This is an optimization exercise on Yosys and OpenROAD, whose aim is small area, a short achievable clock period and few clock cycles per item, not a production implementation. The RTL was checked by simulation tests, not by an equivalence proof against the original design. No activity file was given, so power comes from the tool's default toggle rates.

==> flow/design.v <==
`timescale 1ns / 1ps
module decision_tree_pipelined #(
    parameter MAX_NODES  = 64,
    parameter MAX_DEPTH  = 6,
    parameter ADDR_WIDTH = $clog2(MAX_NODES)
)(
    input  logic         clk,
    input  logic         rst,
    input  logic  [7:0]  market_input,
    input  logic         start,
    output logic  [1:0]  action,
    output logic         action_valid,
    input  logic                  sw_we,
    input  logic [ADDR_WIDTH-1:0] sw_addr,
    input  logic                  sw_data_is_leaf,
    input  logic [7:0]            sw_data_threshold,
    input  logic                  sw_data_less_than,
    input  logic [ADDR_WIDTH-1:0] sw_data_left_idx,
    input  logic [ADDR_WIDTH-1:0] sw_data_right_idx,
    input  logic [1:0]            sw_data_action
);
localparam AW = ADDR_WIDTH;               
localparam W  = 1 + 8 + 2*AW;             
localparam LF = W - 1;                    
localparam TH = W - 2;                    
localparam FA = 2*AW - 1;                 
localparam FB = AW - 1;                   
logic [W-1:0] mem [0:MAX_NODES-1];
logic          w_swap;
logic [7:0]    w_t;
logic [AW-1:0] w_a, w_b;
logic [W-1:0]  w_d;
always_comb begin
    w_swap = !sw_data_less_than && (sw_data_threshold != 8'hff);
    w_t    = sw_data_less_than ? sw_data_threshold : sw_data_threshold + 8'd1;
    w_a    = w_swap ? sw_data_right_idx : sw_data_left_idx;
    w_b    = w_swap ? sw_data_left_idx  : sw_data_right_idx;
    if (sw_data_is_leaf) w_b[1:0] = sw_data_action;
    w_d    = {sw_data_is_leaf, w_t, w_a, w_b};
end
genvar i;
generate
    for (i = 0; i < MAX_NODES; i++) begin : word
        always_ff @(posedge clk) begin
            if (sw_we && sw_addr == i)
                mem[i] <= w_d;
        end
    end
endgenerate
logic [15:0] a3, a4, a5;                  
logic [W-1:0] rd3, rd4;
logic [2:0]   rd5;                        
logic [W-1:0] g3, g4;
logic [2:0]   g5;
always_comb begin
    rd3 = '0; rd4 = '0; rd5 = '0;
    for (int h = 0; h < 8; h++) begin
        g3 = '0; g4 = '0; g5 = '0;
        for (int l = 0; l < 8; l++) begin
            g3 = g3 | (mem[8*h+l] & {W{a3[l]}});
            g4 = g4 | (mem[8*h+l] & {W{a4[l]}});
            g5 = g5 | ({mem[8*h+l][LF], mem[8*h+l][1:0]} & {3{a5[l]}});
        end
        rd3 = rd3 | (g3 & {W{a3[8+h]}});
        rd4 = rd4 | (g4 & {W{a4[8+h]}});
        rd5 = rd5 | (g5 & {3{a5[8+h]}});
    end
end
logic q1, q2, q3, q4;
always_ff @(posedge clk) begin
    q1 <= sw_we;
    q2 <= q1 & !sw_we;
    q3 <= q2 & !sw_we;
    q4 <= q3 & !sw_we;
end
logic [W-1:0] c1a, c1b;                   
logic [W-1:0] c2aa, c2ab, c2ba, c2bb;     
always_ff @(posedge clk) begin
    if (q1) begin c1a  <= rd3; c1b  <= rd4; end
    if (q3) begin c2aa <= rd3; c2ab <= rd4; end
    if (q4) begin c2ba <= rd3; c2bb <= rd4; end
end
logic       v_in;
logic [7:0] x_in;
always_ff @(posedge clk or posedge rst) begin
    if (rst) v_in <= 1'b0;
    else     v_in <= start;
end
always_ff @(posedge clk) x_in <= market_input;
logic       e1_c0, e1_c1, e1_r;
logic [1:0] e1_act;
logic [W-1:0] n0, d1;
always_comb begin
    n0 = mem[0];
    e1_c0 = x_in < n0[TH -: 8];
    d1 = e1_c0 ? c1a : c1b;
    e1_c1 = e1_c0 ? (x_in < c1a[TH -: 8]) : (x_in < c1b[TH -: 8]);
    if (n0[LF]) begin
        e1_r = 1'b1; e1_act = n0[1:0];
    end else begin
        e1_r = d1[LF]; e1_act = d1[1:0];
    end
end
logic       s1_v [0:2];
logic       s1_r [0:2];
logic [1:0] s1_act [0:2];
logic [7:0] s1_x [0:2];
logic [1:0] s1_k [0:2];
always_ff @(posedge clk or posedge rst) begin
    if (rst) begin
        s1_v[0] <= 1'b0; s1_v[1] <= 1'b0; s1_v[2] <= 1'b0;
    end else begin
        s1_v[0] <= v_in; s1_v[1] <= s1_v[0]; s1_v[2] <= s1_v[1];
    end
end
always_ff @(posedge clk) begin
    s1_r[0] <= e1_r; s1_act[0] <= e1_act; s1_x[0] <= x_in; s1_k[0] <= {e1_c0, e1_c1};
    for (int k = 1; k < 3; k++) begin
        s1_r[k] <= s1_r[k-1]; s1_act[k] <= s1_act[k-1];
        s1_x[k] <= s1_x[k-1]; s1_k[k] <= s1_k[k-1];
    end
end
logic          e2_r;
logic [1:0]    e2_act;
logic [AW-1:0] e2_n;
logic [W-1:0]  d2;
always_comb begin
    case (s1_k[2])
        2'b11:   d2 = c2aa;
        2'b10:   d2 = c2ab;
        2'b01:   d2 = c2ba;
        default: d2 = c2bb;
    endcase
    e2_n   = (s1_x[2] < d2[TH -: 8]) ? d2[FA -: AW] : d2[FB -: AW];
    e2_r   = s1_r[2] | d2[LF];
    e2_act = s1_r[2] ? s1_act[2] : d2[1:0];
end
logic       s3_v, s3_r;
logic [1:0] s3_act;
logic [7:0] s3_x;
logic       r3_v, r3_r;
logic [1:0] r3_act;
logic [7:0] r3_x;
logic [W-1:0] r3_d;
logic       s4_v, s4_r;
logic [1:0] s4_act;
logic [7:0] s4_x;
logic       r4_v, r4_r;
logic [1:0] r4_act;
logic [7:0] r4_x;
logic [W-1:0] r4_d;
logic       s5_v, s5_r;
logic [1:0] s5_act;
always_ff @(posedge clk or posedge rst) begin
    if (rst) begin
        s3_v <= 1'b0; r3_v <= 1'b0; s4_v <= 1'b0; r4_v <= 1'b0; s5_v <= 1'b0;
    end else begin
        s3_v <= s1_v[2]; r3_v <= s3_v; s4_v <= r3_v; r4_v <= s4_v; s5_v <= r4_v;
    end
end
always_ff @(posedge clk) begin
    s3_r <= e2_r; s3_act <= e2_act; s3_x <= s1_x[2];
    r3_r <= s3_r; r3_act <= s3_act; r3_x <= s3_x; r3_d <= rd3;
    s4_r <= r3_r | r3_d[LF];
    s4_act <= r3_r ? r3_act : r3_d[1:0];
    s4_x <= r3_x;
    r4_r <= s4_r; r4_act <= s4_act; r4_x <= s4_x; r4_d <= rd4;
    s5_r <= r4_r | r4_d[LF];
    s5_act <= r4_r ? r4_act : r4_d[1:0];
end
logic [AW-1:0] n3_nx, n4_nx, n5_nx;
always_comb begin
    if (sw_we) begin
        n3_nx = (sw_addr == '0) ? w_a : mem[0][FA -: AW];
        n4_nx = (sw_addr == '0) ? w_b : mem[0][FB -: AW];
    end else if (q2) begin
        n3_nx = c1a[FA -: AW];
        n4_nx = c1a[FB -: AW];
    end else if (q3) begin
        n3_nx = c1b[FA -: AW];
        n4_nx = c1b[FB -: AW];
    end else begin
        n3_nx = e2_n;
        n4_nx = (r3_x < r3_d[TH -: 8]) ? r3_d[FA -: AW] : r3_d[FB -: AW];
    end
    n5_nx = (r4_x < r4_d[TH -: 8]) ? r4_d[FA -: AW] : r4_d[FB -: AW];
end
always_ff @(posedge clk) begin
    a3 <= {8'd1 << n3_nx[5:3], 8'd1 << n3_nx[2:0]};
    a4 <= {8'd1 << n4_nx[5:3], 8'd1 << n4_nx[2:0]};
    a5 <= {8'd1 << n5_nx[5:3], 8'd1 << n5_nx[2:0]};
end
always_ff @(posedge clk or posedge rst) begin
    if (rst) begin
        action       <= '0;
        action_valid <= 1'b0;
    end else begin
        action_valid <= s5_v & (s5_r | rd5[2]);
        action       <= s5_r ? s5_act : rd5[1:0];
    end
end
endmodule
==> flow/run.sh <==
#!/bin/bash
# synth_recipe.tcl (not shown) runs the flow's synth.tcl, then flattens the netlist and writes it again
# the make line also repeats each setting of config.mk as NAME=value (left out here)
make -C /OpenROAD-flow-scripts/flow DESIGN_CONFIG=/design/flow/config.mk WORK_HOME=/design/flow/orfs CLKGATE_MAP_FILE= SYNTH_SCRIPT=/design/flow/synth_recipe.tcl finish
==> flow/config.mk <==
export PLATFORM = sky130hd
export DESIGN_NAME = decision_tree_pipelined
export DESIGN_NICKNAME = decision_tree_pipelined
export VERILOG_FILES = /design/flow/design.v
export SDC_FILE = /design/flow/constraint.sdc
export NUM_CORES = 4
export LEC_CHECK = 0
export CAP_MARGIN = 20
export CORE_MARGIN = 2
export CORE_UTILIZATION = 30
export SETUP_SLACK_MARGIN = 3.3
export SLEW_MARGIN = 20
==> flow/constraint.sdc <==
create_clock -name core_clock -period 6.0 [get_ports {clk}]
set_input_delay 1.2000 -clock core_clock [delete_from_list [all_inputs] [get_ports {clk}]]
set_output_delay 1.2000 -clock core_clock [all_outputs]
set_load 0.01 [all_outputs]
==> implementation parameters, run 1 <==
Parameter                              Value

Status
  Status ... no timing/DRC/antenna violations

Critical path
  Largest fanout of any net on the critical path ... 6
  R2R cell count ... 13
  WP data arrival ... 3720 ps
  Worst setup path category ... reg2reg
  Critical path startpoint category ... flip-flop
  Worst Setup End Kind ... flip-flop
  Start of the worst register-to-register path ... s1_k[2][0]$_DFF_P_
  Data required, critical path ... 6760 ps
  Worst R2R Setup Slack ... slightly above 3000 ps
  Worst r2r dst ... a3[2]$_SDFF_PP0_

Floorplan
  Die ar. ... ~230000 sq um
  Std-Cell Rows ... ~170
  Die Y-Extent ... around 480 um
  Width of the chip ... about 480 um
  Core region area ... around 230000 sq um
  Total I/O pin count ... 45
  Starting utilization of the core area ... a little under a third

STA
  RSZ-0062 raised after global routing ... yes
  Worst slew margin relative to its limit ... between 20% and 30%
  Worst setup skew after layout ... roughly 46 ps
  Setup Total Neg Slack ... 0 ps
  Period minus WS final ... around 3000 ps
  Part of the cycle the worst path needs ... roughly half
  Fmax ... roughly 340 MHz
  Number of max-slew violations in the final report ... 0
  Slew @ Worst Pin ... around 1100 ps
  Final setup fails ... 0
  Count of endpoints failing hold in the final timing report ... 0

Clock network
  Maximum level of the CTS H-tree ... 4
  Maximum count of clock buffers along a single path ... 3
  Number of sinks handled by clock tree synthesis ... 1670
  Num CTS Buffers ... 171
  Hold-fix buffer count after cts ... 0
  Latest clock arrival within the worst-skew pair ... 870 ps
  Clock root buffer ... clkbuf_16
  Clock transition time at the flip-flop clock pins of the worst setup and hold paths ... ~60 ps
  CTS tree ... done

Route
  Routed wire length ... between 300000 and 400000 um
  Number of violations reported at the end of detailed-routing iteration 0 ... about 12000
  DRC violations left ... 0
  Routed wire length per instance ... roughly 38 um
  Final ANT Viol Nets ... 0
  Via count ... around 54000
  First-pass iteration count of the detailed router ... 13
  Via count normalized by instance count ... between 6 and 7

Power and ir drop
  Combinational power share ... around a third
  Total power draw ... ~36000 uW
  Internal power ... between 20000 and 25000 uW
  Flop pwr share ... between 30% and 40%
  Pwr dens ... roughly 430 nW/um^2
  Leak ... around 0.026 uW
  Max IR drop VDD ... about 0.00034 V
  Clock network fraction of total power ... around 30%
  Total net switching power ... 13200 uW
  Switching power as a share of total power ... a little over a third

Cells and area
  Number of nets in the final layout ... 4995
  Post-synthesis to final-layout area growth ... 22.5%
  Most common cell after layout, fill and taps aside ... a22oi_1
  Post-layout instance count excluding filler cells ... 8064
  Final instance area ... around 83000 sq um
  Layout cell share with drive strength beyond 1 ... 20.4%
  Top library cells by usage in the layout, fill and taps aside ... a22oi_1 (1551), edfxtp_1 (1470), nand4_1 (408), buf_4 (241), clkbuf_16 (198)

Synth
  Fraction of synthesized cell area taken by the top area cell type ... about two thirds
  Async SR Flop Fraction ... 0.719%
  Leading cell types by total area after synthesis ... edfxtp_1 (65%), a22oi_1 (18%), dfxtp_1 (5.5%), nand4_1 (3.8%), clkbuf_1 (1.9%)
  Avg Synthesized Cell Area ... around 15 sq um
  Net count after synthesis ... about 4700
  Area leader, netlist ... edfxtp_1
  Instance count of the mapped netlist ... 4604
  Post-synthesis instance area ... between 60000 and 70000 sq um
  Register bit total from synthesis ... 1670
  Number of warnings printed during yosys synthesis ... 7
  Number of enable flip-flop cells after synthesis ... between 1000 and 1500
  Number of unique standard cell types used by synthesis ... 59
  Seq/Total Area, Yosys ... between 70% and 80%
  Main synth FF type ... edfxtp_1

Placement
  Count of placed standard cells including taps ... 7412
  Routability-driven placement congestion ratio ... between 0.9 and 1
  Sum of net half-perimeters after detailed placement ... 160000 um
  Number of buffers inserted by port buffering ... between 40 and 50
  Post-DP Area ... between 70000 and 80000 sq um

Global routing
  Pin count of the biggest net entering global routing ... slightly above 80
  Number of global-route vias before repair ... 48877
  Remaining global-route overflow ... 0
  First-pass GRT wire length ... 400000 um
  Total Routing Usage GR ... between 20 and 25%
  Number of antenna violations at the first check in global routing ... 21

Min path
  Hold depth ... 0
  Kind of path behind the tightest hold check ... reg2reg
  Hold wc startpoint ... s3_act[1]$_DFF_P_
  Worst Hold Path EP ... r3_act[1]$_DFF_P_

Flow run
  Max cap viols ... 0
area by class of cell:
cell class / instances / area [sq um]
Antenna cell: 18 / 45.0
Clock inverter: 97 / 842
Tap cell: 2992 / 3740
Clock buffer: 220 / 4710
Inverter: 52 / 203
Timing Repair Buffer: 450 / 5340
Multi-Input combinational cell: 2563 / 20100
Fill cell: 20812 / 142000
Sequential cell: 1670 / 48300
Timing Repair inverter: 2 / 15.0
sequential cells by signal, summed over array words and instances, names as in the netlist, 16 cells and up:
| register | flops |
|---|---|
| a3 | 16 |
| a4 | 16 |
| a5 | 16 |
| c1a | 21 |
| c1b | 21 |
| c2aa | 21 |
| c2ab | 21 |
| c2ba | 21 |
| c2bb | 21 |
| mem | 1344 |
| r3_d | 21 |
| r4_d | 21 |
| s1_x | 24 |
power by group through the flow:
stage / registers, uW / logic [uW] / clock network, uW
CTS: 14200 / 9270 / 10600
finish: 14000 / 11300 / 10700
detailed placement: 14500 / 8460 / 0
global route: 14100 / 11100 / 11100
floorplan: 13900 / 4370 / 0
global placement: 14500 / 8390 / 0
logic make-up after synthesis:
| kind of cell | synth area share [%] |
|---|---|
| AOI/OAI and AO/OA | 19.0 |
| buffers and inverters | 2.39 |
| adders and majority gates | 0.791 |
| muxes | 1.29 |
| DFF | 70.9 |
| xor gates and xnor gates | 0.0902 |
| and+or+nand+nor | 5.58 |
layer usage:
metal | vias up | GRT usage (%) | wire, um
li1 | 20249 | - | -
met2 | 6095 | 33.8 | 121000
met5 | - | 0.725 | 583
met4 | 22 | 14.4 | 26100
met3 | 1430 | 11.7 | 59200
met1 | 26698 | 31.0 | 102000
worst max-delay path, stage by stage (launching register included):
cell and delay (ps):
dfxtp_4 370, buf_12 120, buf_6 90, mux4_2 490
inv_2 80, ha_4 190, nand4_1 100, a21oi_1 90
a211oi_4 250, buf_12 170, mux2i_2 230, a21oi_2 100
a221o_1 380, nor3_2 220
what timing repair did:
action | 4_1_cts | 5_1_grt
endpoints found under the setup margin | 2337 | 1518
pin swaps | 125 | 66
resized for setup | 186 | 172
hold endpoints to repair | 0 | 0
gates cloned | 54 | 25
setup buffers | 103 | 135
cells in the mapped netlist (all sizes together) (3+ instances only):
| master | number |
|---|---|
| nand3 | 14 |
| dfrtp | 12 |
| a21oi | 19 |
| dfxtp | 188 |
| o21ai | 27 |
| mux2i | 14 |
| o31ai | 5 |
| nor3 | 13 |
| o21a | 6 |
| nand4 | 409 |
| a22oi | 1625 |
| edfxtp | 1470 |
| o211ai | 9 |
| a21o | 3 |
| mux2 | 25 |
| o2111ai | 8 |
| and3 | 6 |
| mux4 | 20 |
| inv | 52 |
| clkbuf | 345 |
| a211o | 3 |
| nand3b | 3 |
| a221oi | 4 |
| nand2 | 59 |
| or2 | 10 |
| xnor2 | 5 |
| nor2b | 22 |
| nor2 | 129 |
| buf | 28 |
| ha | 43 |
| nand2b | 11 |
| o41a | 4 |
stage by stage:
stage / setup slack [ps] / util, % / hold slack (ps)
final: 3040 / 37.0 / 320
after global routing: 2940 / 37.0 / 319
after global placement: 1600 / 32.3 / 310
after CTS: 2960 / 35.8 / 315
after detailed placement: 1510 / 32.3 / 312
after floorplan: 2610 / - / 310
how the worst max path moves through the flow:
stage,cells past startpoint,endpoint,from
floorplan,8,a4[4]$_SDFF_PN0_,sw_data_threshold[0]
global placement,5,mem[0][12]$_DFFE_PP_,sw_we
detailed placement,5,mem[0][13]$_DFFE_PP_,sw_we
CTS,4,mem[53][10]$_DFFE_PP_,sw_we
global route,12,a3[2]$_SDFF_PP0_,s1_k[2][0]$_DFF_P_
finish,13,a3[2]$_SDFF_PP0_,s1_k[2][0]$_DFF_P_
Testbench counts, summed over its fixed seeds: cycles 21,200, items 20,480.
==> run 2, diff against run 1 <==
--- a/flow/design.v
+++ b/flow/design.v
@@ -26,4 +26,20 @@
 localparam FA = 2*AW - 1;                 
 localparam FB = AW - 1;                   
+function automatic logic lt8(input logic [7:0] x, input logic [7:0] t);
+    logic [7:0] l1, g1;
+    logic [3:0] l2, g2;
+    logic [1:0] l3, g3;
+    l1 = ~x & t;
+    g1 = x & ~t;
+    for (int b = 0; b < 4; b++) begin
+        l2[b] = l1[2*b+1] | (~g1[2*b+1] & l1[2*b]);
+        g2[b] = g1[2*b+1] | (~l1[2*b+1] & g1[2*b]);
+    end
+    for (int b = 0; b < 2; b++) begin
+        l3[b] = l2[2*b+1] | (~g2[2*b+1] & l2[2*b]);
+        g3[b] = g2[2*b+1] | (~l2[2*b+1] & g2[2*b]);
+    end
+    lt8 = l3[1] | (~g3[1] & l3[0]);
+endfunction
 logic [W-1:0] mem [0:MAX_NODES-1];
 logic          w_swap;
@@ -39,10 +55,21 @@
     w_d    = {sw_data_is_leaf, w_t, w_a, w_b};
 end
+logic          wr_v;
+logic [AW-1:0] wr_addr;
+logic [7:0]    wr_hi, wr_lo;
+logic [W-1:0]  wr_d;
+always_ff @(posedge clk) begin
+    wr_v    <= sw_we;
+    wr_addr <= sw_addr;
+    wr_hi   <= sw_we ? (8'd1 << sw_addr[5:3]) : 8'd0;
+    wr_lo   <= 8'd1 << sw_addr[2:0];
+    wr_d    <= w_d;
+end
 genvar i;
 generate
     for (i = 0; i < MAX_NODES; i++) begin : word
         always_ff @(posedge clk) begin
-            if (sw_we && sw_addr == i)
-                mem[i] <= w_d;
+            if (wr_hi[i/8] && wr_lo[i%8])
+                mem[i] <= wr_d;
         end
     end
@@ -69,8 +96,8 @@
 logic q1, q2, q3, q4;
 always_ff @(posedge clk) begin
-    q1 <= sw_we;
-    q2 <= q1 & !sw_we;
-    q3 <= q2 & !sw_we;
-    q4 <= q3 & !sw_we;
+    q1 <= wr_v;
+    q2 <= q1 & !wr_v;
+    q3 <= q2 & !wr_v;
+    q4 <= q3 & !wr_v;
 end
 logic [W-1:0] c1a, c1b;                   
@@ -88,4 +115,11 @@
 end
 always_ff @(posedge clk) x_in <= market_input;
+logic       v_w;
+logic [7:0] x_w;
+always_ff @(posedge clk or posedge rst) begin
+    if (rst) v_w <= 1'b0;
+    else     v_w <= v_in;
+end
+always_ff @(posedge clk) x_w <= x_in;
 logic       e1_c0, e1_c1, e1_r;
 logic [1:0] e1_act;
@@ -93,7 +127,7 @@
 always_comb begin
     n0 = mem[0];
-    e1_c0 = x_in < n0[TH -: 8];
+    e1_c0 = lt8(x_w, n0[TH -: 8]);
     d1 = e1_c0 ? c1a : c1b;
-    e1_c1 = e1_c0 ? (x_in < c1a[TH -: 8]) : (x_in < c1b[TH -: 8]);
+    e1_c1 = e1_c0 ? lt8(x_w, c1a[TH -: 8]) : lt8(x_w, c1b[TH -: 8]);
     if (n0[LF]) begin
         e1_r = 1'b1; e1_act = n0[1:0];
@@ -111,9 +145,9 @@
         s1_v[0] <= 1'b0; s1_v[1] <= 1'b0; s1_v[2] <= 1'b0;
     end else begin
-        s1_v[0] <= v_in; s1_v[1] <= s1_v[0]; s1_v[2] <= s1_v[1];
-    end
-end
-always_ff @(posedge clk) begin
-    s1_r[0] <= e1_r; s1_act[0] <= e1_act; s1_x[0] <= x_in; s1_k[0] <= {e1_c0, e1_c1};
+        s1_v[0] <= v_w; s1_v[1] <= s1_v[0]; s1_v[2] <= s1_v[1];
+    end
+end
+always_ff @(posedge clk) begin
+    s1_r[0] <= e1_r; s1_act[0] <= e1_act; s1_x[0] <= x_w; s1_k[0] <= {e1_c0, e1_c1};
     for (int k = 1; k < 3; k++) begin
         s1_r[k] <= s1_r[k-1]; s1_act[k] <= s1_act[k-1];
@@ -121,10 +155,28 @@
     end
 end
+logic [3:0]    e2_cmp;         
+always_comb begin
+    e2_cmp[3] = lt8(s1_x[2], c2aa[TH -: 8]);
+    e2_cmp[2] = lt8(s1_x[2], c2ab[TH -: 8]);
+    e2_cmp[1] = lt8(s1_x[2], c2ba[TH -: 8]);
+    e2_cmp[0] = lt8(s1_x[2], c2bb[TH -: 8]);
+end
+logic       t2_v, t2_r, t2_c;
+logic [1:0] t2_act, t2_k;
+logic [7:0] t2_x;
+always_ff @(posedge clk or posedge rst) begin
+    if (rst) t2_v <= 1'b0;
+    else     t2_v <= s1_v[2];
+end
+always_ff @(posedge clk) begin
+    t2_r <= s1_r[2]; t2_act <= s1_act[2]; t2_x <= s1_x[2]; t2_k <= s1_k[2];
+    t2_c <= e2_cmp[s1_k[2]];
+end
 logic          e2_r;
 logic [1:0]    e2_act;
 logic [AW-1:0] e2_n;
-logic [W-1:0]  d2;
-always_comb begin
-    case (s1_k[2])
+logic [W-1:0]  d2;             
+always_comb begin
+    case (t2_k)
         2'b11:   d2 = c2aa;
         2'b10:   d2 = c2ab;
@@ -132,7 +184,7 @@
         default: d2 = c2bb;
     endcase
-    e2_n   = (s1_x[2] < d2[TH -: 8]) ? d2[FA -: AW] : d2[FB -: AW];
-    e2_r   = s1_r[2] | d2[LF];
-    e2_act = s1_r[2] ? s1_act[2] : d2[1:0];
+    e2_n   = t2_c ? d2[FA -: AW] : d2[FB -: AW];
+    e2_r   = t2_r | d2[LF];
+    e2_act = t2_r ? t2_act : d2[1:0];
 end
 logic       s3_v, s3_r;
@@ -156,9 +208,9 @@
         s3_v <= 1'b0; r3_v <= 1'b0; s4_v <= 1'b0; r4_v <= 1'b0; s5_v <= 1'b0;
     end else begin
-        s3_v <= s1_v[2]; r3_v <= s3_v; s4_v <= r3_v; r4_v <= s4_v; s5_v <= r4_v;
-    end
-end
-always_ff @(posedge clk) begin
-    s3_r <= e2_r; s3_act <= e2_act; s3_x <= s1_x[2];
+        s3_v <= t2_v; r3_v <= s3_v; s4_v <= r3_v; r4_v <= s4_v; s5_v <= r4_v;
+    end
+end
+always_ff @(posedge clk) begin
+    s3_r <= e2_r; s3_act <= e2_act; s3_x <= t2_x;
     r3_r <= s3_r; r3_act <= s3_act; r3_x <= s3_x; r3_d <= rd3;
     s4_r <= r3_r | r3_d[LF];
@@ -171,7 +223,7 @@
 logic [AW-1:0] n3_nx, n4_nx, n5_nx;
 always_comb begin
-    if (sw_we) begin
-        n3_nx = (sw_addr == '0) ? w_a : mem[0][FA -: AW];
-        n4_nx = (sw_addr == '0) ? w_b : mem[0][FB -: AW];
+    if (wr_v) begin
+        n3_nx = (wr_addr == '0) ? wr_d[FA -: AW] : mem[0][FA -: AW];
+        n4_nx = (wr_addr == '0) ? wr_d[FB -: AW] : mem[0][FB -: AW];
     end else if (q2) begin
         n3_nx = c1a[FA -: AW];
@@ -182,7 +234,7 @@
     end else begin
         n3_nx = e2_n;
-        n4_nx = (r3_x < r3_d[TH -: 8]) ? r3_d[FA -: AW] : r3_d[FB -: AW];
-    end
-    n5_nx = (r4_x < r4_d[TH -: 8]) ? r4_d[FA -: AW] : r4_d[FB -: AW];
+        n4_nx = lt8(r3_x, r3_d[TH -: 8]) ? r3_d[FA -: AW] : r3_d[FB -: AW];
+    end
+    n5_nx = lt8(r4_x, r4_d[TH -: 8]) ? r4_d[FA -: AW] : r4_d[FB -: AW];
 end
 always_ff @(posedge clk) begin
--- a/flow/config.mk
+++ b/flow/config.mk
@@ -9,4 +9,6 @@
 export CORE_MARGIN = 2
 export CORE_UTILIZATION = 30
-export SETUP_SLACK_MARGIN = 3.3
+export CTS_CLUSTER_DIAMETER = 300
+export CTS_CLUSTER_SIZE = 20
+export SETUP_SLACK_MARGIN = 3.6
 export SLEW_MARGIN = 20
==> run 2 against run 1 <==
Still clean. Core utilization fell by 3.0 points. Worst setup slack improved by 450 ps. Sequential share of layout area rose by 5.5 points. First-iteration DRC count fell by 13%. Clock-buffer cell count fell by 42. Sequential power rose by 6%. Clock power fell by 33%. Non-clock buffer count fell by 186. Final cell count fell by 3.7%.
==> implementation parameters, run 2 <==
Parameter                              Value

Synth
  Seq/Total Area, Yosys ... 71.5% (was 70.9%)
  Number of warnings printed during yosys synthesis ... 7 (unchanged)
  Most used standard cells in the synthesized netlist ... a22oi_1 (1619), edfxtp_1 (1470), nand4_1 (407) (was a22oi_1 (1625), edfxtp_1 (1470), nand4_1 (408))
  Most common cell in the synthesized netlist ... a22oi_1 (unchanged)
  Avg Synthesized Cell Area ... 14.9 sq um (was 14.8 sq um)
  Number of unique standard cell types used by synthesis ... 67 (was 59)
  Instance count of the mapped netlist ... 4662 (was 4604)
  Fraction of synthesized cell area taken by the top area cell type ... 63.6% (was 64.9%)
  Area leader, netlist ... edfxtp_1 (unchanged)
  Main synth FF type ... edfxtp_1 (unchanged)
  Number of enable flip-flop cells after synthesis ... 1470 (unchanged)
  Register bit total from synthesis ... 1738 (was 1670)
  Post-synthesis instance area ... 69400 sq um (was 68000 sq um)
  Main combinational cell family by area after synthesis ... compound AO/OA/AOI/OAI gates (unchanged)
  XOR/XNOR share of the synthesized area ... 0.0884% (was 0.0902%)
  Async SR Flop Fraction ... 0.806% (was 0.719%)
  Post-synthesis simple-gate area fraction ... 5.80% (was 5.58%)
  Compound-Gate Fraction of Synth Area ... 18.6% (was 19.0%)
  Leading cell types by total area after synthesis ... edfxtp_1 (64%), a22oi_1 (18%), dfxtp_1 (7.3%), nand4_1 (3.7%), clkbuf_1 (1.9%) (was edfxtp_1 (65%), a22oi_1 (18%), dfxtp_1 (5.5%), nand4_1 (3.8%), clkbuf_1 (1.9%))
  Post-synthesis mux area share ... 1.50% (was 1.29%)
  Adder-cell share of the synthesized area ... 0.370% (was 0.791%)
  Net count after synthesis ... 4705 (was 4689)

Placement
  Routability-driven placement congestion ratio ... 0.939 (was 0.961)
  Sum of net half-perimeters after detailed placement ... 153000 um (was 160000 um)
  Number of buffers inserted by port buffering ... 44 (unchanged)

STA
  Final setup fails ... 0 (unchanged)
  Count of endpoints failing hold in the final timing report ... 0 (unchanged)
  RSZ-0062 raised after global routing ... yes (unchanged)
  Number of max-slew violations in the final report ... 0 (unchanged)
  Worst setup skew after layout ... 37.5 ps (was 45.6 ps)
  Worst slew margin relative to its limit ... 19.9% (was 27.7%)
  Period minus WS final ... 2520 ps (was 2960 ps)
  Fmax ... 397 MHz (was 337 MHz)
  Slew @ Worst Pin ... 1200 ps (was 1080 ps)
  Part of the cycle the worst path needs ... 41.9% (was 49.4%)
  Setup Total Neg Slack ... 0 ps (unchanged)

Power and ir drop
  Clock network fraction of total power ... 23.3% (was 29.7%)
  Switching power as a share of total power ... 35.4% (was 36.6%)
  Max IR drop VDD ... 0.000254 V (was 0.000338 V)
  Combinational power share ... 28.1% (was 31.4%)
  Pwr dens ... 392 nW/um^2 (was 432 nW/um^2)
  Flop pwr share ... 48.6% (was 39.0%)
  Total net switching power ... 10900 uW (was 13200 uW)
  Internal power ... 19800 uW (was 22800 uW)
  Leak ... 0.0235 uW (was 0.0256 uW)

Global routing
  Remaining global-route overflow ... 0 (unchanged)
  Global-route track usage on met1 ... 29.8% (was 31.0%)
  Layer with the highest usage ... met2 (unchanged)
  Met3 global-route usage ... 7.63% (was 11.7%)
  Number of antenna violations at the first check in global routing ... 21 (unchanged)
  Number of global-route vias before repair ... 48354 (was 48877)
  Pin count of the biggest net entering global routing ... 82 (unchanged)
  Fraction of met2 tracks used by global routing ... 33.3% (was 33.8%)
  Total Routing Usage GR ... 22.8% (was 24.5%)
  First-pass GRT wire length ... 384000 um (was 400000 um)

Floorplan
  Starting utilization of the core area ... 30.2% (about the same)
  Die ar. ... 235000 sq um (was 230000 sq um)
  Total I/O pin count ... 45 (unchanged)
  Die Y-Extent ... 485 um (was 480 um)
  Core region area ... 230000 sq um (was 225000 sq um)
  Width of the chip ... 485 um (was 480 um)
  Std-Cell Rows ... 176 (was 174)

Critical path
  Worst r2r dst ... c1b[5]$_DFFE_PP_ (was a3[2]$_SDFF_PP0_)
  Worst setup path category ... reg2reg (unchanged)
  Critical path startpoint category ... flip-flop (unchanged)
  Slowest CP cell ... dfxtp_4 (was mux4_2)
  Worst R2R Setup Slack ... 3480 ps (was 3040 ps)
  WP data arrival ... 2930 ps (was 3720 ps)
  Slowest stage delay, CP ... 510 ps (was 490 ps)
  Data required, critical path ... 6420 ps (was 6760 ps)
  Worst Setup End Kind ... flip-flop (unchanged)
  Largest fanout of any net on the critical path ... 51 (was 6)
  Start of the worst register-to-register path ... a4[5]$_SDFF_PN0_ (was s1_k[2][0]$_DFF_P_)
  R2R cell count ... 5 (was 13)
  Cells along the critical path ... buf_12, a22oi_1, nand4_1, a22oi_1, nand4_1 (was buf_12, buf_6, mux4_2, inv_2, ha_4, nand4_1, a21oi_1, a211oi_4, buf_12, mux2i_2, a21oi_2, a221o_1, nor3_2)

Clock network
  Clock root buffer ... clkbuf_16 (unchanged)
  Maximum count of clock buffers along a single path ... 3 (unchanged)
  Clock transition time at the flip-flop clock pins of the worst setup and hold paths ... 90 ps (was 60 ps)
  Maximum level of the CTS H-tree ... 3 (was 4)
  Number of sinks handled by clock tree synthesis ... 1738 (was 1670)
  Num CTS Buffers ... 96 (was 171)
  CTS tree ... done (unchanged)
  Latest clock arrival within the worst-skew pair ... 770 ps (was 870 ps)

Route
  DRC violations left ... 0 (unchanged)
  Number of violations reported at the end of detailed-routing iteration 0 ... 10698 (was 12356)
  First-pass iteration count of the detailed router ... 8 (was 13)
  Routed wire length ... 287000 um (was 309000 um)
  Via count ... 51567 (was 54494)
  Final ANT Viol Nets ... 0 (unchanged)
  Via count normalized by instance count ... 6.64 (was 6.76)
  Routed wire length per instance ... 37.0 um (was 38.4 um)

Cells and area
  Number of flip-flops under the largest register name ... 1344 (unchanged)
  Top library cells by usage in the layout, fill and taps aside ... a22oi_1 (1567), edfxtp_1 (1470), nand4_1 (407), dfxtp_1 (197), buf_4 (136) (was a22oi_1 (1551), edfxtp_1 (1470), nand4_1 (408), buf_4 (241), clkbuf_16 (198))
  Largest register by flop count ... mem (unchanged)
  Leading registers by flop count ... mem: 1344 flops, s1_x: 24 flops (unchanged)
  Layout cell share with drive strength beyond 1 ... 10.8% (was 20.4%)
  Post-synthesis to final-layout area growth ... 12.8% (was 22.5%)
  Post-layout util ... 34.0% (was 37.0%)
  Most common cell after layout, fill and taps aside ... a22oi_1 (unchanged)
  Number of nets in the final layout ... 4695 (was 4995)

Min path
  Kind of path behind the tightest hold check ... reg2reg (unchanged)
  Worst Hold Path EP ... r4_x[6]$_DFF_P_ (was r3_act[1]$_DFF_P_)
  Hold wc startpoint ... s4_x[6]$_DFF_P_ (was s3_act[1]$_DFF_P_)
  Hold depth ... 0 (unchanged)

Flow run
  Max cap viols ... 0 (unchanged)

Status
  Status ... no timing/DRC/antenna violations (unchanged)
-- run 2: cell types whose count changed after synthesis, moves of 10 or more --
cell,previous run,this run
ha_1,43,1
o22ai_1,0,11
mux2i_1,14,44
and2_1,1,66
nand2_1,59,47
nor2_1,128,45
inv_1,52,31
maj3_1,0,21
o21ai_0,25,6
nand3b_1,3,13
dfxtp_1,188,254
-- run 2: worst max-delay path, delay by kind of cell, from the launching register on --
family	cells	cell delay, ps
AOI/OAI and AO/OA	2	750
buffers and inverters	1	260
DFF	1	510
and+or+nand+nor	2	490
-- run 2: cell families after synthesis --
| kind of cell | count (synthesis) |
|---|---|
| adder cells (fa/ha/maj) | 25 |
| buffers and inverters | 408 |
| flip-flops | 1738 |
| XOR/XNOR | 7 |
| AO/OA/AOI/OAI | 1721 |
| multiplexers | 84 |
| AND/OR/NAND/NOR | 679 |
-- run 2: through the flow --
| stage | setup WS (ps) | instance area [sq um] | cells | hold slack (ps) | total power (uW) |
|---|---|---|---|---|---|
| floorplan | 3580 | 69400 | 4662 | 310 | 18700 |
| global placement | 2600 | 73600 | 7508 | 310 | 22200 |
| detailed placement | 2640 | 73600 | 7508 | 312 | 22300 |
| CTS | 3410 | 77500 | 7725 | 317 | 29800 |
| global route | 3450 | 78300 | 7760 | 319 | 31200 |
| finish | 3480 | 78300 | 7766 | 321 | 30700 |
-- run 2: power by group through the flow --
stage / clock network [uW] / logic (uW) / registers (uW)
detailed placement: 0 / 6980 / 15300
CTS: 7180 / 7650 / 15000
global placement: 0 / 6880 / 15300
finish: 7160 / 8620 / 14900
global route: 7600 / 8630 / 15000
floorplan: 0 / 4140 / 14600
-- run 2: how the worst max path moves through the flow --
stage | startpoint | end | slack (ps) | depth (start not counted)
2_1_floorplan | sw_data_threshold[0] | wr_d[10]$_DFF_P_ | 3580 | 6
3_3_place_gp | sw_data_threshold[0] | wr_d[0]$_DFF_P_ | 2600 | 7
3_5_place_dp | sw_data_threshold[0] | wr_d[0]$_DFF_P_ | 2640 | 7
4_1_cts | action_valid$_DFF_PP0_ | action_valid | 3410 | 1
5_1_grt | action_valid$_DFF_PP0_ | action_valid | 3450 | 1
6_report | a4[5]$_SDFF_PN0_ | c1b[5]$_DFFE_PP_ | 3480 | 5
-- run 2: what timing repair did --
item / 4_1_cts / 5_1_grt
resized for setup: 86 / 53
hold buffers: 0 / 0
setup buffers: 28 / 28
pin swaps: 19 / 31
endpoints found under the hold margin: 0 / 0
cloned: 9 / 7
endpoints found under the setup margin: 202 / 159
-- run 2: area by class of cell --
class	instances	area, sq um
antenna	6	15.0
clock buffer	178	2800
clock inverter	2	33.8
fill	21886	152000
inverter	36	135
multi-input combinational	2516	18600
sequential	1738	49700
tap	3026	3790
timing repair buffer	264	3180
-- run 2: per-layer routing --
| metal | routed length, um | share of wire, % |
|---|---|---|
| met4 | 19100 | 6.6 |
| met2 | 120000 | 42 |
| met3 | 46900 | 16 |
| met1 | 101000 | 35 |
| met5 | 161 | 0.056 |
Testbench counts of run 2, summed over its fixed seeds: cycles 21,360, items 20,480.
==> run 3, diff against run 2 <==
--- a/flow/design.v
+++ b/flow/design.v
@@ -21,37 +21,48 @@
 );
 localparam AW = ADDR_WIDTH;               
-localparam W  = 1 + 8 + 2*AW;             
-localparam LF = W - 1;                    
-localparam TH = W - 2;                    
+localparam W  = 8 + 2*AW;                 
+localparam TH = W - 1;                    
 localparam FA = 2*AW - 1;                 
 localparam FB = AW - 1;                   
 function automatic logic lt8(input logic [7:0] x, input logic [7:0] t);
-    logic [7:0] l1, g1;
-    logic [3:0] l2, g2;
-    logic [1:0] l3, g3;
-    l1 = ~x & t;
-    g1 = x & ~t;
-    for (int b = 0; b < 4; b++) begin
-        l2[b] = l1[2*b+1] | (~g1[2*b+1] & l1[2*b]);
-        g2[b] = g1[2*b+1] | (~l1[2*b+1] & g1[2*b]);
-    end
-    for (int b = 0; b < 2; b++) begin
-        l3[b] = l2[2*b+1] | (~g2[2*b+1] & l2[2*b]);
-        g3[b] = g2[2*b+1] | (~l2[2*b+1] & g2[2*b]);
-    end
-    lt8 = l3[1] | (~g3[1] & l3[0]);
+    logic [7:0] l, e;
+    logic       r, p;
+    l = ~x & t;
+    e = ~(x ^ t);
+    r = 1'b0;
+    for (int i = 0; i < 8; i++) begin
+        p = l[i];
+        for (int j = i + 1; j < 8; j++)
+            p = p & e[j];
+        r = r | p;
+    end
+    lt8 = r;
 endfunction
 logic [W-1:0] mem [0:MAX_NODES-1];
-logic          w_swap;
+logic          w_never;
 logic [7:0]    w_t;
 logic [AW-1:0] w_a, w_b;
 logic [W-1:0]  w_d;
 always_comb begin
-    w_swap = !sw_data_less_than && (sw_data_threshold != 8'hff);
-    w_t    = sw_data_less_than ? sw_data_threshold : sw_data_threshold + 8'd1;
-    w_a    = w_swap ? sw_data_right_idx : sw_data_left_idx;
-    w_b    = w_swap ? sw_data_left_idx  : sw_data_right_idx;
-    if (sw_data_is_leaf) w_b[1:0] = sw_data_action;
-    w_d    = {sw_data_is_leaf, w_t, w_a, w_b};
+    w_never = sw_data_less_than ? (sw_data_threshold == 8'h00)
+                                : (sw_data_threshold == 8'hff);
+    if (sw_data_is_leaf) begin
+        w_t = 8'h00;
+        w_a = sw_data_left_idx;
+        w_b = {sw_data_right_idx[AW-1:2], sw_data_action};
+    end else if (w_never) begin
+        w_t = 8'hff;
+        w_a = sw_data_right_idx;
+        w_b = sw_data_right_idx;
+    end else if (sw_data_less_than) begin
+        w_t = sw_data_threshold;
+        w_a = sw_data_left_idx;
+        w_b = sw_data_right_idx;
+    end else begin
+        w_t = sw_data_threshold + 8'd1;
+        w_a = sw_data_right_idx;
+        w_b = sw_data_left_idx;
+    end
+    w_d = {w_t, w_a, w_b};
 end
 logic          wr_v;
@@ -87,5 +98,5 @@
             g3 = g3 | (mem[8*h+l] & {W{a3[l]}});
             g4 = g4 | (mem[8*h+l] & {W{a4[l]}});
-            g5 = g5 | ({mem[8*h+l][LF], mem[8*h+l][1:0]} & {3{a5[l]}});
+            g5 = g5 | ({mem[8*h+l][TH -: 8] == 8'd0, mem[8*h+l][1:0]} & {3{a5[l]}});
         end
         rd3 = rd3 | (g3 & {W{a3[8+h]}});
@@ -130,8 +141,8 @@
     d1 = e1_c0 ? c1a : c1b;
     e1_c1 = e1_c0 ? lt8(x_w, c1a[TH -: 8]) : lt8(x_w, c1b[TH -: 8]);
-    if (n0[LF]) begin
+    if ((n0[TH -: 8] == 8'd0)) begin
         e1_r = 1'b1; e1_act = n0[1:0];
     end else begin
-        e1_r = d1[LF]; e1_act = d1[1:0];
+        e1_r = (d1[TH -: 8] == 8'd0); e1_act = d1[1:0];
     end
 end
@@ -162,5 +173,6 @@
     e2_cmp[0] = lt8(s1_x[2], c2bb[TH -: 8]);
 end
-logic       t2_v, t2_r, t2_c;
+logic       t2_v, t2_r;
+logic [3:0] t2_cmp;
 logic [1:0] t2_act, t2_k;
 logic [7:0] t2_x;
@@ -171,5 +183,5 @@
 always_ff @(posedge clk) begin
     t2_r <= s1_r[2]; t2_act <= s1_act[2]; t2_x <= s1_x[2]; t2_k <= s1_k[2];
-    t2_c <= e2_cmp[s1_k[2]];
+    t2_cmp <= e2_cmp;
 end
 logic          e2_r;
@@ -184,6 +196,6 @@
         default: d2 = c2bb;
     endcase
-    e2_n   = t2_c ? d2[FA -: AW] : d2[FB -: AW];
-    e2_r   = t2_r | d2[LF];
+    e2_n   = t2_cmp[t2_k] ? d2[FA -: AW] : d2[FB -: AW];
+    e2_r   = t2_r | (d2[TH -: 8] == 8'd0);
     e2_act = t2_r ? t2_act : d2[1:0];
 end
@@ -214,9 +226,9 @@
     s3_r <= e2_r; s3_act <= e2_act; s3_x <= t2_x;
     r3_r <= s3_r; r3_act <= s3_act; r3_x <= s3_x; r3_d <= rd3;
-    s4_r <= r3_r | r3_d[LF];
+    s4_r <= r3_r | (r3_d[TH -: 8] == 8'd0);
     s4_act <= r3_r ? r3_act : r3_d[1:0];
     s4_x <= r3_x;
     r4_r <= s4_r; r4_act <= s4_act; r4_x <= s4_x; r4_d <= rd4;
-    s5_r <= r4_r | r4_d[LF];
+    s5_r <= r4_r | (r4_d[TH -: 8] == 8'd0);
     s5_act <= r4_r ? r4_act : r4_d[1:0];
 end
==> run 3 against run 2 <==
Still clean. Final cell count increased by 0.64%. Combinational power increased by 3.0%. Routed wire length decreased by 1.3%. Core utilization increased by 0.33 points. Total power decreased by 2.0%. Fmax decreased by 1.2%. Clock skew increased by 18 ps. Sequential cell count decreased by 70. Worst hold slack got worse by 7.9 ps. Via count increased by 0.91%. Clock-buffer cell count decreased by 15. Largest cell class unchanged.
==> implementation parameters, run 3 <==
Parameter                              Value

Power and ir drop
  Internal power ... 19300 uW (was 19800 uW)
  Switching power as a share of total power ... 35.9% (was 35.4%)
  Clock network fraction of total power ... 23.1% (was 23.3%)
  Total net switching power ... 10800 uW (was 10900 uW)
  Max IR drop VDD ... 0.000290 V (was 0.000254 V)
  Total power draw ... 30100 uW (was 30700 uW)
  Leak ... 0.0229 uW (was 0.0235 uW)
  Combinational power share ... 29.5% (was 28.1%)
  Flop pwr share ... 47.4% (was 48.6%)
  Pwr dens ... 389 nW/um^2 (was 392 nW/um^2)

Critical path
  Cells along the critical path ... buf_12, a22oi_1, nand4_1, a22oi_2, nand4_1, buf_6 (was buf_12, a22oi_1, nand4_1, a22oi_1, nand4_1)
  Slowest stage delay, CP ... 550 ps (was 510 ps)
  Cell seen most often among critical-path stages ... nand4_1
  Worst setup path category ... reg2reg (unchanged)
  Worst R2R Setup Slack ... 3450 ps (was 3480 ps)
  Start of the worst register-to-register path ... a3[7]$_SDFF_PN0_ (was a4[5]$_SDFF_PN0_)
  Worst Setup End Kind ... flip-flop (unchanged)
  Critical path startpoint category ... flip-flop (unchanged)
  Data required, critical path ... 6520 ps (was 6420 ps)
  WP data arrival ... 3060 ps (was 2930 ps)
  Largest fanout of any net on the critical path ... 13 (was 51)
  Slowest CP cell ... a22oi_2 (was dfxtp_4)
  R2R cell count ... 6 (was 5)
  Worst r2r dst ... c2ba[15]$_DFFE_PP_ (was c1b[5]$_DFFE_PP_)

Synth
  Avg Synthesized Cell Area ... 14.4 sq um (was 14.9 sq um)
  Most used standard cells in the synthesized netlist ... a22oi_1 (1514), edfxtp_1 (1400), nand4_1 (458) (was a22oi_1 (1619), edfxtp_1 (1470), nand4_1 (407))
  Post-synthesis instance area ... 68000 sq um (was 69400 sq um)
  Fraction of synthesized cell area taken by the top area cell type ... 61.8% (was 63.6%)
  Number of warnings printed during yosys synthesis ... 7 (unchanged)
  Area leader, netlist ... edfxtp_1 (unchanged)
  Main synth FF type ... edfxtp_1 (unchanged)
  Leading cell types by total area after synthesis ... edfxtp_1 (62%), a22oi_1 (17%), dfxtp_1 (7.5%), nand4_1 (4.2%), clkbuf_1 (1.9%) (was edfxtp_1 (64%), a22oi_1 (18%), dfxtp_1 (7.3%), nand4_1 (3.7%), clkbuf_1 (1.9%))
  Number of unique standard cell types used by synthesis ... 58 (was 67)
  Register bit total from synthesis ... 1668 (was 1738)
  Most common cell in the synthesized netlist ... a22oi_1 (unchanged)
  Number of enable flip-flop cells after synthesis ... 1400 (was 1470)
  Instance count of the mapped netlist ... 4731 (was 4662)
  Seq/Total Area, Yosys ... 69.8% (was 71.5%)
  Async SR Flop Fraction ... 0.839% (was 0.806%)
  Net count after synthesis ... 4838 (was 4705)

Cells and area
  Post-synthesis to final-layout area growth ... 13.7% (was 12.8%)
  Post-layout instance count excluding filler cells ... 7816 (was 7766)
  Layout cell share with drive strength beyond 1 ... 12.4% (was 10.8%)
  Most common cell after layout, fill and taps aside ... a22oi_1 (unchanged)
  Largest register by flop count ... mem (unchanged)
  Number of flip-flops under the largest register name ... 1280 (was 1344)
  Footprint of the multi-input gates ... 19800 sq um (was 18600 sq um)
  Storage element area ... 47600 sq um (was 49700 sq um)
  Top library cells by usage in the layout, fill and taps aside ... a22oi_1 (1449), edfxtp_1 (1400), nand4_1 (458), dfxtp_1 (198), nor2_1 (158) (was a22oi_1 (1567), edfxtp_1 (1470), nand4_1 (407), dfxtp_1 (197), buf_4 (136))
  Filler cells ... 21448 (was 21886)
  Leading registers by flop count ... mem: 1280 flops, s1_x: 24 flops (was mem: 1344 flops, s1_x: 24 flops)
  Post-layout util ... 34.4% (was 34.0%)
  Number of nets in the final layout ... 4852 (was 4695)

Clock network
  Maximum count of clock buffers along a single path ... 3 (unchanged)
  Hold-fix buffer count after cts ... 0 (unchanged)
  Clock transition time at the flip-flop clock pins of the worst setup and hold paths ... 90 ps (about the same)
  Number of sinks handled by clock tree synthesis ... 1668 (was 1738)
  CTS tree ... done (unchanged)
  Latest clock arrival within the worst-skew pair ... 800 ps (was 770 ps)
  Maximum level of the CTS H-tree ... 3 (unchanged)
  Clock root buffer ... clkbuf_16 (unchanged)
  Num CTS Buffers ... 93 (was 96)

Route
  Via count normalized by instance count ... 6.66 (was 6.64)
  First-pass iteration count of the detailed router ... 10 (was 8)
  DRC violations left ... 0 (unchanged)
  Routed wire length ... 283000 um (was 287000 um)
  Number of violations reported at the end of detailed-routing iteration 0 ... 11082 (was 10698)
  Final ANT Viol Nets ... 0 (unchanged)
  Routed wire length per instance ... 36.3 um (was 37.0 um)
  Via count ... 52036 (was 51567)

STA
  Worst slew margin relative to its limit ... 21.5% (was 19.9%)
  Number of max-slew violations in the final report ... 0 (unchanged)
  RSZ-0062 raised after global routing ... yes (unchanged)
  Part of the cycle the worst path needs ... 42.4% (was 41.9%)
  Period minus WS final ... 2550 ps (was 2520 ps)
  Final setup fails ... 0 (unchanged)
  Worst setup skew after layout ... 55.0 ps (was 37.5 ps)
  Fin worst setup slack ... 3450 ps (was 3480 ps)
  Count of endpoints failing hold in the final timing report ... 0 (unchanged)
  Fmax ... 393 MHz (was 397 MHz)
  Slew @ Worst Pin ... 1180 ps (was 1200 ps)
  Setup Total Neg Slack ... 0 ps (unchanged)

Global routing
  Pin count of the biggest net entering global routing ... 77 (was 82)
  Number of antenna violations at the first check in global routing ... 6 (was 21)
  Remaining global-route overflow ... 0 (unchanged)
  Number of global-route vias before repair ... 48883 (was 48354)
  First-pass GRT wire length ... 382000 um (was 384000 um)
  Total Routing Usage GR ... 23.1% (was 22.8%)

Floorplan
  Total I/O pin count ... 45 (unchanged)
  Starting utilization of the core area ... 30.2% (about the same)
  Die Y-Extent ... 480 um (was 485 um)
  Width of the chip ... 480 um (was 485 um)
  Die ar. ... 231000 sq um (was 235000 sq um)
  Core region area ... 225000 sq um (was 230000 sq um)
  Std-Cell Rows ... 174 (was 176)

Placement
  Worst slack at placement ... 2510 ps (was 2640 ps)
  Routability-driven placement congestion ratio ... 0.984 (was 0.939)
  Sum of net half-perimeters after detailed placement ... 159000 um (was 153000 um)
  Number of buffers inserted by port buffering ... 44 (unchanged)
  Count of placed standard cells including taps ... 7522 (was 7508)

Status
  Status ... no timing/DRC/antenna violations (unchanged)

Flow run
  Max cap viols ... 0 (unchanged)

Min path
  Worst Hold Path EP ... r4_x[1]$_DFF_P_ (was r4_x[6]$_DFF_P_)
  Hold depth ... 0 (unchanged)
  Kind of path behind the tightest hold check ... reg2reg (unchanged)
  Hold wc startpoint ... s4_x[1]$_DFF_P_ (was s4_x[6]$_DFF_P_)
run 3: changes by cell type in the layout (fill, tap and decap cells not counted), moves of 19 or more:
cell      change
and2_2       +44
edfxtp_1     -70
a22oi_1     -118
nor2_1      +113
buf_12       +20
and2_1       -45
ha_1         +63
o21ai_0      +20
mux2i_1      -19
nand4_1      +51
nor2b_1      -19
maj3_1       -21
nor4_1       +80
run 3: metal layers:
| layer | wire length [um] | up-vias | GRT usage [%] |
|---|---|---|---|
| li1 | - | 19941 | - |
| met1 | 98700 | 25517 | 29.8 |
| met2 | 118000 | 5402 | 33.0 |
| met3 | 47000 | 1172 | 8.88 |
| met4 | 20000 | 4 | 12.9 |
| met5 | 26 | - | 0.290 |
run 3: cells by family (layout without fill, tap and decap cells):
kind of cell | Yosys count | in the layout | synth area share, %
xor gates and xnor gates | 7 | 7 | 0.0901
DFF | 1668 | 1668 | 69.8
adders and majority gates | 65 | 65 | 1.20
buffers and inverters | 386 | 473 | 2.18
other | 0 | 6 | 0
and+or+nand+nor | 892 | 892 | 7.43
muxes | 68 | 68 | 1.29
AOI/OAI and AO/OA | 1645 | 1645 | 18.0
run 3: power by group through the flow:
stage	clock network [uW]	registers (uW)	logic (uW)
2_1_floorplan	0	13900	3910
3_3_place_gp	0	14600	6720
3_5_place_dp	0	14700	6820
4_1_cts	6940	14200	7680
5_1_grt	7350	14300	8870
6_report	6950	14300	8880
run 3: how the worst max path moves through the flow:
stage                           start                  to  slack, ps  depth (start not counted)
6_report             a3[7]$_SDFF_PN0_  c2ba[15]$_DFFE_PP_       3450                          6
5_1_grt        action_valid$_DFF_PP0_        action_valid       3470                          1
4_1_cts        action_valid$_DFF_PP0_        action_valid       3480                          1
3_5_place_dp        sw_data_less_than     wr_d[8]$_DFF_P_       2510                          7
3_3_place_gp        sw_data_less_than     wr_d[6]$_DFF_P_       2500                          7
2_1_floorplan       sw_data_less_than     wr_d[2]$_DFF_P_       3300                          8
run 3: worst max-delay path: cells and delay by family, from the launching register on:
| family | cells | cell delay [ps] |
|---|---|---|
| buffers and inverters | 2 | 400 |
| AOI/OAI and AO/OA | 2 | 690 |
| and+or+nand+nor | 2 | 660 |
| DFF | 1 | 490 |
run 3: final cells by class:
type	count	share of cell area [%]
inverters	33	0.160
repair buffers	272	4.26
clock inverters	5	0.137
flip-flops and latches	1668	61.5
clock buffers	163	3.43
diodes	6	0.0194
multi-input cells	2677	25.6
well taps	2992	4.84
run 3: what timing repair did:
action / 4_1_cts / 5_1_grt
cloned: 3 / 5
setup endpoints to repair: 208 / 174
buffers inserted: 63 / 49
pin swaps: 46 / 51
resized for setup: 125 / 111
run 3: stage by stage:
step / instance area, sq um / hold WS (ps)
floorplan: 68100 / 310
global placement: 72000 / 310
detailed placement: 72000 / 312
CTS: 76200 / 317
global route: 77400 / 321
finish: 77400 / 314
Testbench counts of run 3, summed over its fixed seeds: cycles 21,360, items 20,480.
==> run 4, diff against run 3 <==
--- a/flow/config.mk
+++ b/flow/config.mk
@@ -11,4 +11,4 @@
 export CTS_CLUSTER_DIAMETER = 300
 export CTS_CLUSTER_SIZE = 20
-export SETUP_SLACK_MARGIN = 3.6
+export SETUP_SLACK_MARGIN = 3.75
 export SLEW_MARGIN = 20
==> run 4 against run 3 <==
Non-clock buffer count up 131. Die area unchanged. Total power grew 5.7%. Via count is 3.6% higher. Critical path depth up 1. Global-route usage is 0.77 points higher. Routed wire length is 6.1% higher. Worst setup slack got worse by 72 ps. Largest cell class unchanged. Highest routed layer unchanged.
==> implementation parameters, run 4 <==
Parameter                              Value

Synth
  Avg Synthesized Cell Area ... 14.4 sq um (unchanged)
  Main combinational cell family by area after synthesis ... compound AO/OA/AOI/OAI gates (unchanged)
  Number of enable flip-flop cells after synthesis ... 1400 (unchanged)
  Most used standard cells in the synthesized netlist ... a22oi_1 (1514), edfxtp_1 (1400), nand4_1 (458) (unchanged)
  Area leader, netlist ... edfxtp_1 (unchanged)
  Async SR Flop Fraction ... 0.839% (unchanged)
  Number of warnings printed during yosys synthesis ... 7 (unchanged)
  Post-synthesis instance area ... 68000 sq um (unchanged)
  Post-synthesis simple-gate area fraction ... 7.43% (unchanged)
  Number of unique standard cell types used by synthesis ... 58 (unchanged)
  Most common cell in the synthesized netlist ... a22oi_1 (unchanged)
  Fraction of synthesized cell area taken by the top area cell type ... 61.8% (unchanged)
  Post-synthesis mux area share ... 1.29% (unchanged)
  Adder-cell share of the synthesized area ... 1.20% (unchanged)
  Leading cell types by total area after synthesis ... edfxtp_1 (62%), a22oi_1 (17%), dfxtp_1 (7.5%), nand4_1 (4.2%), clkbuf_1 (1.9%) (unchanged)
  Seq/Total Area, Yosys ... 69.8% (unchanged)
  Instance count of the mapped netlist ... 4731 (unchanged)
  Net count after synthesis ... 4838 (unchanged)
  XOR/XNOR share of the synthesized area ... 0.0901% (unchanged)
  Compound-Gate Fraction of Synth Area ... 18.0% (unchanged)
  Main synth FF type ... edfxtp_1 (unchanged)
  Register bit total from synthesis ... 1668 (unchanged)

Critical path
  Slowest stage delay, CP ... 560 ps (was 550 ps)
  R2R cell count ... 7 (was 6)
  Worst R2R Setup Slack ... 3380 ps (was 3450 ps)
  Slowest CP cell ... nand4_1 (was a22oi_2)
  Cells along the critical path ... buf_4, clkbuf_16, a22oi_1, nand4_1, a22oi_2, nand4_1, buf_6 (was buf_12, a22oi_1, nand4_1, a22oi_2, nand4_1, buf_6)
  WP data arrival ... 3140 ps (was 3060 ps)
  Worst r2r dst ... c1b[19]$_DFFE_PP_ (was c2ba[15]$_DFFE_PP_)
  Data required, critical path ... 6520 ps (about the same)
  Worst Setup End Kind ... flip-flop (unchanged)
  Largest fanout of any net on the critical path ... 14 (was 13)
  Worst setup path category ... reg2reg (unchanged)
  Critical path startpoint category ... flip-flop (unchanged)
  Start of the worst register-to-register path ... a4[1]$_SDFF_PP0_ (was a3[7]$_SDFF_PN0_)
  Cell seen most often among critical-path stages ... nand4_1 (unchanged)

STA
  Period minus WS final ... 2620 ps (was 2550 ps)
  Worst slew margin relative to its limit ... 21.0% (was 21.5%)
  Final setup fails ... 0 (unchanged)
  Setup Total Neg Slack ... 0 ps (unchanged)
  RSZ-0062 raised after global routing ... yes (unchanged)
  Number of max-slew violations in the final report ... 0 (unchanged)
  Part of the cycle the worst path needs ... 43.6% (was 42.4%)
  Count of endpoints failing hold in the final timing report ... 0 (unchanged)
  Slew @ Worst Pin ... 1190 ps (was 1180 ps)
  Fmax ... 382 MHz (was 393 MHz)
  Worst setup skew after layout ... 43.0 ps (was 55.0 ps)

Floorplan
  Total I/O pin count ... 45 (unchanged)
  Width of the chip ... 480 um (unchanged)
  Die Y-Extent ... 480 um (unchanged)
  Core region area ... 225000 sq um (unchanged)
  Std-Cell Rows ... 174 (unchanged)
  Die ar. ... 231000 sq um (unchanged)
  Starting utilization of the core area ... 30.2% (unchanged)

Cells and area
  Number of nets in the final layout ... 4984 (was 4852)
  Largest register by flop count ... mem (unchanged)
  Post-synthesis to final-layout area growth ... 18.7% (was 13.7%)
  Post-layout util ... 35.9% (was 34.4%)
  Final instance area ... 80800 sq um (was 77400 sq um)
  Leading registers by flop count ... mem: 1280 flops, s1_x: 24 flops (unchanged)
  Filler cells ... 21082 (was 21448)
  Number of flip-flops under the largest register name ... 1280 (unchanged)
  Layout cell share with drive strength beyond 1 ... 18.1% (was 12.4%)
  Most common cell after layout, fill and taps aside ... edfxtp_1 (was a22oi_1)
  Top library cells by usage in the layout, fill and taps aside ... edfxtp_1 (1400), a22oi_1 (1325), nand4_1 (458), a22oi_2 (189), dfxtp_1 (189) (was a22oi_1 (1449), edfxtp_1 (1400), nand4_1 (458), dfxtp_1 (198), nor2_1 (158))

Global routing
  Number of global-route vias before repair ... 49899 (was 48883)
  First-pass GRT wire length ... 393000 um (was 382000 um)
  Remaining global-route overflow ... 0 (unchanged)
  Pin count of the biggest net entering global routing ... 77 (unchanged)
  Total Routing Usage GR ... 23.9% (was 23.1%)
  Number of antenna violations at the first check in global routing ... 16 (was 6)

Clock network
  Maximum level of the CTS H-tree ... 3 (unchanged)
  Clock root buffer ... clkbuf_16 (unchanged)
  Clock transition time at the flip-flop clock pins of the worst setup and hold paths ... 90 ps (about the same)
  Num CTS Buffers ... 93 (unchanged)
  CTS tree ... done (unchanged)
  Maximum count of clock buffers along a single path ... 3 (unchanged)
  Hold-fix buffer count after cts ... 0 (unchanged)
  Number of sinks handled by clock tree synthesis ... 1668 (unchanged)
  Latest clock arrival within the worst-skew pair ... 790 ps (was 800 ps)

Status
  Status ... no timing/DRC/antenna violations (unchanged)

Route
  First-pass iteration count of the detailed router ... 10 (unchanged)
  Via count normalized by instance count ... 6.78 (was 6.66)
  Number of violations reported at the end of detailed-routing iteration 0 ... 12225 (was 11082)
  DRC violations left ... 0 (unchanged)
  Final ANT Viol Nets ... 0 (unchanged)
  Routed wire length ... 301000 um (was 283000 um)
  Routed wire length per instance ... 37.8 um (was 36.3 um)
  Via count ... 53910 (was 52036)

Placement
  Post-DP Area ... 72000 sq um (unchanged)
  Routability-driven placement congestion ratio ... 0.984 (unchanged)
  Sum of net half-perimeters after detailed placement ... 159000 um (unchanged)
  Number of buffers inserted by port buffering ... 44 (unchanged)

Power and ir drop
  Max IR drop VDD ... 0.000248 V (was 0.000290 V)
  Leak ... 0.0241 uW (was 0.0229 uW)
  Pwr dens ... 394 nW/um^2 (was 389 nW/um^2)

Flow run
  Max cap viols ... 0 (unchanged)

Min path
  Hold depth ... 0 (unchanged)
  Hold wc startpoint ... s4_x[1]$_DFF_P_ (unchanged)
  Worst Hold Path EP ... r4_x[1]$_DFF_P_ (unchanged)
  Kind of path behind the tightest hold check ... reg2reg (unchanged)
run 4: cell count changes in the layout (fill, tap and decap cells not counted), sizes merged, moves of 2 or more:
cell / previous run / this run
buf: 222 / 325
clkbuf: 169 / 197
clkdlybuf4s50: 37 / 33
diode: 6 / 10
clkdlybuf4s15: 0 / 2
run 4: repair_timing:
item / in CTS / in global routing
gates resized for setup: 297 / 284
cloned: 15 / 35
setup buffers: 102 / 100
pin swaps: 99 / 184
endpoints found under the setup margin: 226 / 202
run 4: stage by stage:
step	cells	setup slack, ps	hold slack [ps]	power, uW
floorplan	4731	3300	310	17800
global placement	7522	2500	310	21400
detailed placement	7522	2510	312	21500
CTS	7807	3480	317	29800
global route	7944	3380	314	32100
finish	7952	3380	313	31800
run 4: where the power goes:
part	internal (uW)	switching [uW]	total (uW)
registers	13400	871	14300
logic	3730	6850	10600
clock network	3050	3910	6960
run 4: layout make-up:
cell class	instances	area, sq um	share of cell area [%]
diodes	10	25.0	0.0310
flip-flops and latches	1668	47600	59.0
clock inverters	5	106	0.132
repair buffers	403	5710	7.07
clock buffers	163	2650	3.29
inverters	33	124	0.153
well taps	2992	3740	4.64
multi-input cells	2678	20800	25.7
run 4: logic make-up after synthesis:
family                   after synthesis
multiplexers                          68
flip-flops                          1668
adder cells (fa/ha/maj)               65
AO/OA/AOI/OAI                       1645
buffers and inverters                386
AND/OR/NAND/NOR                      892
XOR/XNOR                               7
run 4: critical path, delay by kind of cell (launching register included):
kind | cells | cell delay [ps]
AO/OA/AOI/OAI | 2 | 610
buffers and inverters | 3 | 590
flip-flops | 1 | 410
AND/OR/NAND/NOR | 2 | 720
run 4: how the worst max path moves through the flow:
stage	startpoint	endpoint	slack, ps
CTS	action_valid$_DFF_PP0_	action_valid	3480
finish	a4[1]$_SDFF_PP0_	c1b[19]$_DFFE_PP_	3380
detailed placement	sw_data_less_than	wr_d[8]$_DFF_P_	2510
floorplan	sw_data_less_than	wr_d[2]$_DFF_P_	3300
global route	r3_x[1]$_DFF_P_	a4[6]$_SDFF_PN0_	3380
global placement	sw_data_less_than	wr_d[6]$_DFF_P_	2500
run 4: layer usage:
metal | vias to the layer above | GRT usage [%] | share of wire [%]
li1 | 20240 | - | -
met1 | 26356 | 29.9 | 34
met2 | 5891 | 33.5 | 40
met3 | 1399 | 10.3 | 18
met4 | 24 | 14.7 | 8.0
met5 | - | 1.97 | 0.19

-- what the ideal ports hide --
How much do the figures lean on ideal ports? The routed layouts below were timed once more, with nothing changed but the port constraints.
Step 1 sets driving cells, clkbuf_16 on the clock port and buf_2 on the other inputs (assumed; they add their load-dependent delay and slew).
Step 2 moves the port delays by t, midway between the first and last clock arrival at a register: inputs arrive t later, outputs are due t later. That takes back most of the time a late clock gives input paths.
a / b / c = ideal / step 1 / step 2; a / b = the first two.
| run | t, ns | slack for setup (ns) | hold WS [ns] |
|---|---|---|---|
| run 1 | 0.931 | 3.035 / 3.035 / 2.183 | 0.320 / 0.320 / 0.320 |
| run 2 | 0.837 | 3.484 / 3.408 / 2.967 | 0.321 / 0.321 / 0.321 |
| run 3 | 0.868 | 3.454 / 3.447 / 2.859 | 0.314 / 0.314 / 0.314 |
| run 4 | 0.863 | 3.382 / 3.382 / 3.011 | 0.313 / 0.313 / 0.313 |
After both steps setup and hold are still met in every run listed. For run 1, which loses most, drivers alone change the setup slack by 0.000 ns; drivers and shift together by -0.852 ns.
